Context: an optimization exercise on an open-source flow, tuned for small area. The choices shown serve that exercise and are no tape-out recipe.
Only simulation tests tie the RTL to the original design; equivalence was not proved.

==> build 80: inputs <==
==> flow/design.v <==
module sdram_ctrl #(
    parameter CLK_FREQ_MHZ	= 100,	 
    parameter POWERUP_DELAY	= 200,	 
    parameter REFRESH_MS	= 64,	 
    parameter BURST_LENGTH	= 8,	 
    parameter ROW_WIDTH	    = 13,	 
    parameter COL_WIDTH	    = 9,	 
    parameter BA_WIDTH	    = 2,	 
    parameter tCAC		    = 2,	 
    parameter tRAC		    = 5,	 
    parameter tRP		    = 2,	 
    parameter tRC		    = 7,	 
    parameter tMRD		    = 2	     
)
(
    input			        sdram_rst,
    input			        sdram_clk,
    output	[BA_WIDTH-1:0]	ba_o,
    output		            [12:0]  a_o,
    output			        cs_n_o,
    output			        ras_n_o,
    output			        cas_n_o,
    output			        we_n_o,
    output reg	[15:0]	    dq_o,
    output reg	[1:0]	    dqm_o,
    input		[15:0]	    dq_i,
    output reg	        	dq_oe_o,
    output			        cke_o,
    output			        idle_o,
    input		[31:0]	    adr_i,
    output reg	[31:0]	    adr_o,
    input		[15:0]	    dat_i,
    output reg	[15:0]	    dat_o,
    input		[1:0]	    sel_i,
    input			        acc_i,
    output reg		        ack_o,
    input			        we_i
);
    localparam [3:0]
        INIT_POWERUP  = 4'b0000,
        INIT_PRE      = 4'b0001,
        INIT_REF      = 4'b0010,
        INIT_PGM_MODE = 4'b0011,
        READ          = 4'b0100,
        WRITE         = 4'b0101,
        ACTIVATE      = 4'b0110,
        PRE           = 4'b0111,
        IDLE          = 4'b1000,
        PRE_ALL       = 4'b1001,
        REF           = 4'b1010;
    reg  [3:0]  state;
    reg  [3:0]  cc;              
    reg  [10:0] rc;
    reg  [1:0]  ns;              
    reg         nc2;             
    reg         we_r;
    reg  [12:0] row_active[3:0];
    reg  [3:0]  bank_active;
    reg  [12:0] a;
    reg  [1:0]  ba;
    reg         ras_n, cas_n, we_n, a10;
    wire s_init  = ~state[3] & ~state[2];
    wire s_pwr   = s_init & ~state[1] & ~state[0];
    wire s_ipre  = s_init & ~state[1] &  state[0];
    wire s_iref  = s_init &  state[1] & ~state[0];
    wire s_ipgm  = s_init &  state[1] &  state[0];
    wire s_read  =  state[2] & ~state[1] & ~state[0];
    wire s_write =  state[2] & ~state[1] &  state[0];
    wire s_act   =  state[2] &  state[1] & ~state[0];
    wire s_pre   =  state[2] &  state[1] &  state[0];
    wire s_idle  =  state[3] & ~state[1] & ~state[0];
    wire s_pall  =  state[3] &  state[0];
    wire s_ref   =  state[3] &  state[1];
    wire c_eq2 = ~cc[2] & cc[1] & ~cc[0];           
    wire c_ge2 = cc[3] | cc[2] | cc[1];             
    wire c_gt2 = c_ge2 & ~c_eq2;                    
    wire c_ge7 = cc[3] | (cc[2] & cc[1] & cc[0]);   
    wire c_9   = cc[3] & cc[0];                     
    wire [1:0]  curr_bank = adr_i[24:23];
    wire [12:0] curr_row = adr_i[22:10];
    wire bact = bank_active[curr_bank];
    wire hit = bact & (row_active[curr_bank] == curr_row);
    wire any_active = |bank_active;
    wire ns_idle   = (ns == 2'd0);
    wire rfsh      = s_idle & rc[10];
    wire rd_end    = s_read & c_9;
    wire disp      = (s_idle & ~rc[10]) | s_write | (rd_end & ns_idle);
    wire chw       = s_read & c_ge7 & ~c_9 & ns_idle;
    wire d_wr      = disp & acc_i & hit & we_i;
    wire d_rd      = disp & acc_i & hit & ~we_i;
    wire d_pre     = disp & acc_i & ~hit & bact;
    wire d_act     = disp & acc_i & ~bact;
    wire ch_rd     = chw & acc_i & hit & ~we_i;
    wire ch_pre    = chw & acc_i & bact & ~(hit & ~we_i);
    wire ch_act    = chw & acc_i & ~bact;
    wire act_done  = s_act & cc[1];
    wire pre_done  = s_pre & (cc[1] | cc[0]);
    wire pall_done = s_pall & (cc[1] | cc[0]);
    wire ref_done  = s_ref & cc[2] & cc[1];
    wire pwr_done  = s_pwr & rc[10] & rc[9];
    wire ipre_done = s_ipre & cc[1] & cc[0];
    wire iref_ref  = s_iref & cc[3];
    wire mrs       = s_iref & (&rc[2:0]) & cc[2] & cc[1] & cc[0];
    wire ipgm_done = s_ipgm & cc[1] & cc[0];
    wire wr_go   = d_wr | (act_done & we_r);
    wire rd_go   = d_rd | (act_done & ~we_r) | ch_rd;
    wire pre_go  = d_pre | ch_pre;
    wire act_go  = d_act | ch_act | pre_done;
    wire pall_go = (rfsh & any_active) | pwr_done;
    wire ref_go  = (rfsh & ~any_active) | pall_done | ipre_done | iref_ref;
    wire dqm_zero = rd_go | (s_read & (~c_ge7 | (ns == 2'd1)));
    wire a10_oe = ras_n | ~we_n;
    assign cs_n_o  = 1'b0;
    assign cke_o   = 1'b1;
    assign ras_n_o = ras_n;
    assign cas_n_o = cas_n;
    assign we_n_o  = we_n;
    assign a_o     = {a[12:11], a10_oe ? a10 : a[10], a[9:0]};
    assign ba_o    = ba;
    assign idle_o  = state[3];
    always @(posedge sdram_clk) begin
        if (sdram_rst) begin
            ras_n <= 1'b1;
            cas_n <= 1'b1;
            we_n <= 1'b1;
            a10 <= 1'b0;
            dq_oe_o <= 1'b0;
            ack_o <= 1'b0;
            dqm_o <= 2'b11;
        end else begin
            ras_n <= ~(act_go | pre_go | pall_go | ref_go | mrs);
            cas_n <= ~(rd_go | wr_go | ref_go | mrs);
            we_n <= ~(wr_go | pre_go | pall_go | mrs);
            a10 <= pall_go;
            dq_oe_o <= wr_go;
            ack_o <= wr_go | (s_read & c_eq2);
            dqm_o <= wr_go ? ~sel_i : {2{~dqm_zero}};
        end
    end
    always @(posedge sdram_clk) begin
        if (sdram_rst)
            dq_o <= 0;
        else if (wr_go)
            dq_o <= dat_i;
    end
    always @(posedge sdram_clk) begin
        if (sdram_rst)
            ba <= 0;
        else if (s_idle | d_wr | d_rd | ch_rd)
            ba <= curr_bank;
    end
    always @(posedge sdram_clk) begin
        if (sdram_rst)
            a <= 0;
        else if (act_go)
            a <= curr_row;
        else if (wr_go | rd_go) begin
            a[12:11] <= adr_i[12:11];
            a[9:0] <= adr_i[10:1];
        end else if (mrs)
            a <= 13'h0223;
    end
    always @(posedge sdram_clk) begin
        if ((disp & acc_i & hit & (s_idle | we_i)) | act_done | (s_read & c_eq2))
            adr_o <= adr_i;
        else if (s_read & c_gt2)
            adr_o[3:1] <= adr_o[3:1] + 3'd1;
    end
    always @(posedge sdram_clk)
        if (s_read & c_ge2)
            dat_o <= dq_i;
    always @(posedge sdram_clk)
        if (disp | chw)
            we_r <= we_i;
    always @(posedge sdram_clk) begin
        if (sdram_rst | pall_done)
            bank_active <= 0;
        else if (pre_done)
            bank_active[curr_bank] <= 1'b0;
        else if (act_done)
            bank_active[curr_bank] <= 1'b1;
    end
    always @(posedge sdram_clk)
        if (act_done)
            row_active[curr_bank] <= curr_row;
    always @(posedge sdram_clk) begin
        if (ch_rd)
            ns <= 2'd1;
        else if (ch_pre)
            ns <= 2'd2;
        else if (ch_act)
            ns <= 2'd3;
        else if (~s_read | c_9)
            ns <= 2'd0;
        if (ns_idle)
            nc2 <= ~cc[3];
    end
    always @(posedge sdram_clk) begin
        if (sdram_rst)
            cc <= 4'd15;
        else if (s_idle | s_write | pwr_done | ipre_done | iref_ref | mrs |
                 pre_done | pall_done | act_done | (rd_end & ns_idle))
            cc <= 4'd0;
        else if (rd_end)
            cc <= {2'b00, nc2, ~nc2};
        else
            cc <= cc + 4'd1;
    end
    always @(posedge sdram_clk) begin
        if (sdram_rst)
            rc <= 11'd285;
        else if (mrs | rfsh)
            rc <= 11'd243;
        else
            rc <= rc + {10'd0, s_pwr ? (&cc) : (~rc[10] | iref_ref)};
    end
    always @(posedge sdram_clk) begin
        if (sdram_rst)
            state <= INIT_POWERUP;
        else if (pwr_done)
            state <= INIT_PRE;
        else if (ipre_done)
            state <= INIT_REF;
        else if (mrs)
            state <= INIT_PGM_MODE;
        else if (ipgm_done | ref_done)
            state <= IDLE;
        else if (rfsh)
            state <= any_active ? PRE_ALL : REF;
        else if (pall_done)
            state <= REF;
        else if (pre_done)
            state <= ACTIVATE;
        else if (act_done)
            state <= we_r ? WRITE : READ;
        else if (rd_end & ~ns_idle)
            state <= (ns == 2'd1) ? READ : (ns == 2'd2) ? PRE : ACTIVATE;
        else if (disp) begin
            if (d_pre)
                state <= PRE;
            else if (d_act)
                state <= ACTIVATE;
            else if (d_wr & ~rd_end)
                state <= WRITE;
            else if (d_rd & ~rd_end)
                state <= READ;
            else
                state <= IDLE;
        end
    end
endmodule
==> flow/run.sh <==
#!/bin/bash
# synth_recipe.tcl (not shown) runs the flow's synth.tcl, then flattens the netlist and writes it again
# the make line also repeats each setting of config.mk as NAME=value (left out here)
make -C /OpenROAD-flow-scripts/flow DESIGN_CONFIG=/design/flow/config.mk WORK_HOME=/design/flow/orfs CLKGATE_MAP_FILE= SYNTH_SCRIPT=/design/flow/synth_recipe.tcl finish
==> flow/config.mk <==
export PLATFORM = sky130hd
export DESIGN_NAME = sdram_ctrl
export DESIGN_NICKNAME = sdram_ctrl
export VERILOG_FILES = /design/flow/design.v
export SDC_FILE = /design/flow/constraint.sdc
export NUM_CORES = 4
export LEC_CHECK = 0
export CAP_MARGIN = 20
export CORE_MARGIN = 2
export CORE_UTILIZATION = 75
export SLEW_MARGIN = 20
==> flow/constraint.sdc <==
create_clock -name core_clock -period 10.0 [get_ports {sdram_clk}]
set_input_delay 2.0000 -clock core_clock [delete_from_list [all_inputs] [get_ports {sdram_clk}]]
set_output_delay 2.0000 -clock core_clock [all_outputs]
set_load 0.01 [all_outputs]
==> trial 88: changes against build 80 <==
Settings changed: CORE_UTILIZATION 75 to 40.
==> trial 69: changes against build 80 <==
--- a/flow/design.v
+++ b/flow/design.v
@@ -35,3 +35,3 @@
     input			        acc_i,
-    output reg		        ack_o,
+    output		        ack_o,
     input			        we_i
@@ -60,3 +60,3 @@
     reg  [1:0]  ba;
-    reg         ras_n, cas_n, we_n, a10;
+    reg         ras_n, cas_n, we_n;
     wire s_init  = ~state[3] & ~state[2];
@@ -111,3 +111,2 @@
     wire dqm_zero = rd_go | (s_read & (~c_ge7 | (ns == 2'd1)));
-    wire a10_oe = ras_n | ~we_n;
     assign cs_n_o  = 1'b0;
@@ -117,5 +116,6 @@
     assign we_n_o  = we_n;
-    assign a_o     = {a[12:11], a10_oe ? a10 : a[10], a[9:0]};
+    assign a_o     = {a[12:11], ~ras_n & (we_n ? a[10] : cas_n & state[0] & ~state[2]), a[9:0]};
     assign ba_o    = ba;
     assign idle_o  = state[3];
+    assign ack_o   = dq_oe_o | (s_read & ~cc[2] & cc[1] & cc[0]);
     always @(posedge sdram_clk) begin
@@ -125,5 +125,3 @@
             we_n <= 1'b1;
-            a10 <= 1'b0;
             dq_oe_o <= 1'b0;
-            ack_o <= 1'b0;
             dqm_o <= 2'b11;
@@ -133,5 +131,3 @@
             we_n <= ~(wr_go | pre_go | pall_go | mrs);
-            a10 <= pall_go;
             dq_oe_o <= wr_go;
-            ack_o <= wr_go | (s_read & c_eq2);
             dqm_o <= wr_go ? ~sel_i : {2{~dqm_zero}};
==> flow/flow/run.sh (new file) <==
#!/bin/bash
# Standard ORFS layout with smaller port buffers and small clock buffers
# without dummy loads.
set -euo pipefail
bash standard.sh \
  "BUFFER_PORTS_ARGS=-buffer_cell sky130_fd_sc_hd__buf_1" \
  "CTS_ARGS=-sink_clustering_enable -repair_clock_nets -buf_list {sky130_fd_sc_hd__clkbuf_4 sky130_fd_sc_hd__clkbuf_8} -dont_use_dummy_load" \
  finish > make_finish.log 2>&1
==> flow/standard.sh (new file) <==
#!/bin/bash
# synth_recipe.tcl (not shown) runs the flow's synth.tcl, then flattens the netlist and writes it again
# the make line also repeats each setting of config.mk as NAME=value (left out here)
make -C /OpenROAD-flow-scripts/flow DESIGN_CONFIG=/design/flow/config.mk WORK_HOME=/design/flow/orfs CLKGATE_MAP_FILE= SYNTH_SCRIPT=/design/flow/synth_recipe.tcl "${@:-finish}"
removed: flow/run.sh
==> reports/results.tsv <==
metric	value	unit
status	did not finish	
failing step	4_1_cts	
First Err	[ERROR DPL-0038] Utilization greater than 100%, impossible to legalize	
clock root buffer	clkbuf_8	
Synth top area share	44.6	%
register area share after synthesis	63.2	%
Post-Synth Adder-Cell Area	1.09	%
Post-Syn Area	6870	sq um
cell count after synthesis	524	
gpl congestion	1.00	
Synthesized Nets	600	
top cells by count, synth	edfxtp_1, dfxtp_1, nor2_1	
placed insts	754	
Source of the figures above: build 80

==> reports/results.tsv <==
metric	value	unit
cell count after synthesis	524	
gpl congestion	0.923	
placed insts	866	
met3 WL	958	microns
register area share after synthesis	63.2	%
Synthesized Nets	600	
Post-Synth Adder-Cell Area	1.09	%
top cells by count, synth	edfxtp_1, dfxtp_1, nor2_1	
status	complete, no violations	
Source of the figures above: trial 88

==> reports/results.tsv <==
metric	value	unit
largest net degree at the start of global routing	45	
Synth top area share	43.9	%
gpl congestion	1.01	
clock root buffer	clkbuf_8	
Synthesized Nets	645	
Post-Synth Adder-Cell Area	1.08	%
top cells by count, synth	edfxtp_1, nand2_1, dfxtp_1	
status	complete, no violations	
met2 Track Usage GR	57.3	%
register area share after synthesis	61.7	%
Source of the figures above: trial 69

==> re-timing with driven ports <==
No port has a modelled driver above. Below, the same layouts with a new extraction and two added sets of constraints.
Step 1, drivers: a clkbuf_16 drives sdram_clk and a buf_2 each remaining input, both assumed.
Step 2 also shifts input and output timing later by t, the mid clock arrival at the registers, as if the neighbouring blocks saw the same clock.
a / b / c = ideal ports / drivers / drivers and shift; a / b = the first two.
run	t, ns	slack for setup (ns)	slew at the worst register clock pin (ns)	pins driven straight from the clock port
trial 88	0.467	5.064 / 5.082 / 4.615	0.07 / 0.07	1
trial 69	0.468	5.168 / 5.174 / 4.706	0.09 / 0.09	1
After both steps every run listed still meets setup and hold. The setup slack of trial 69, which loses most, moves by +0.006 ns with the drivers and by -0.462 ns with both steps.
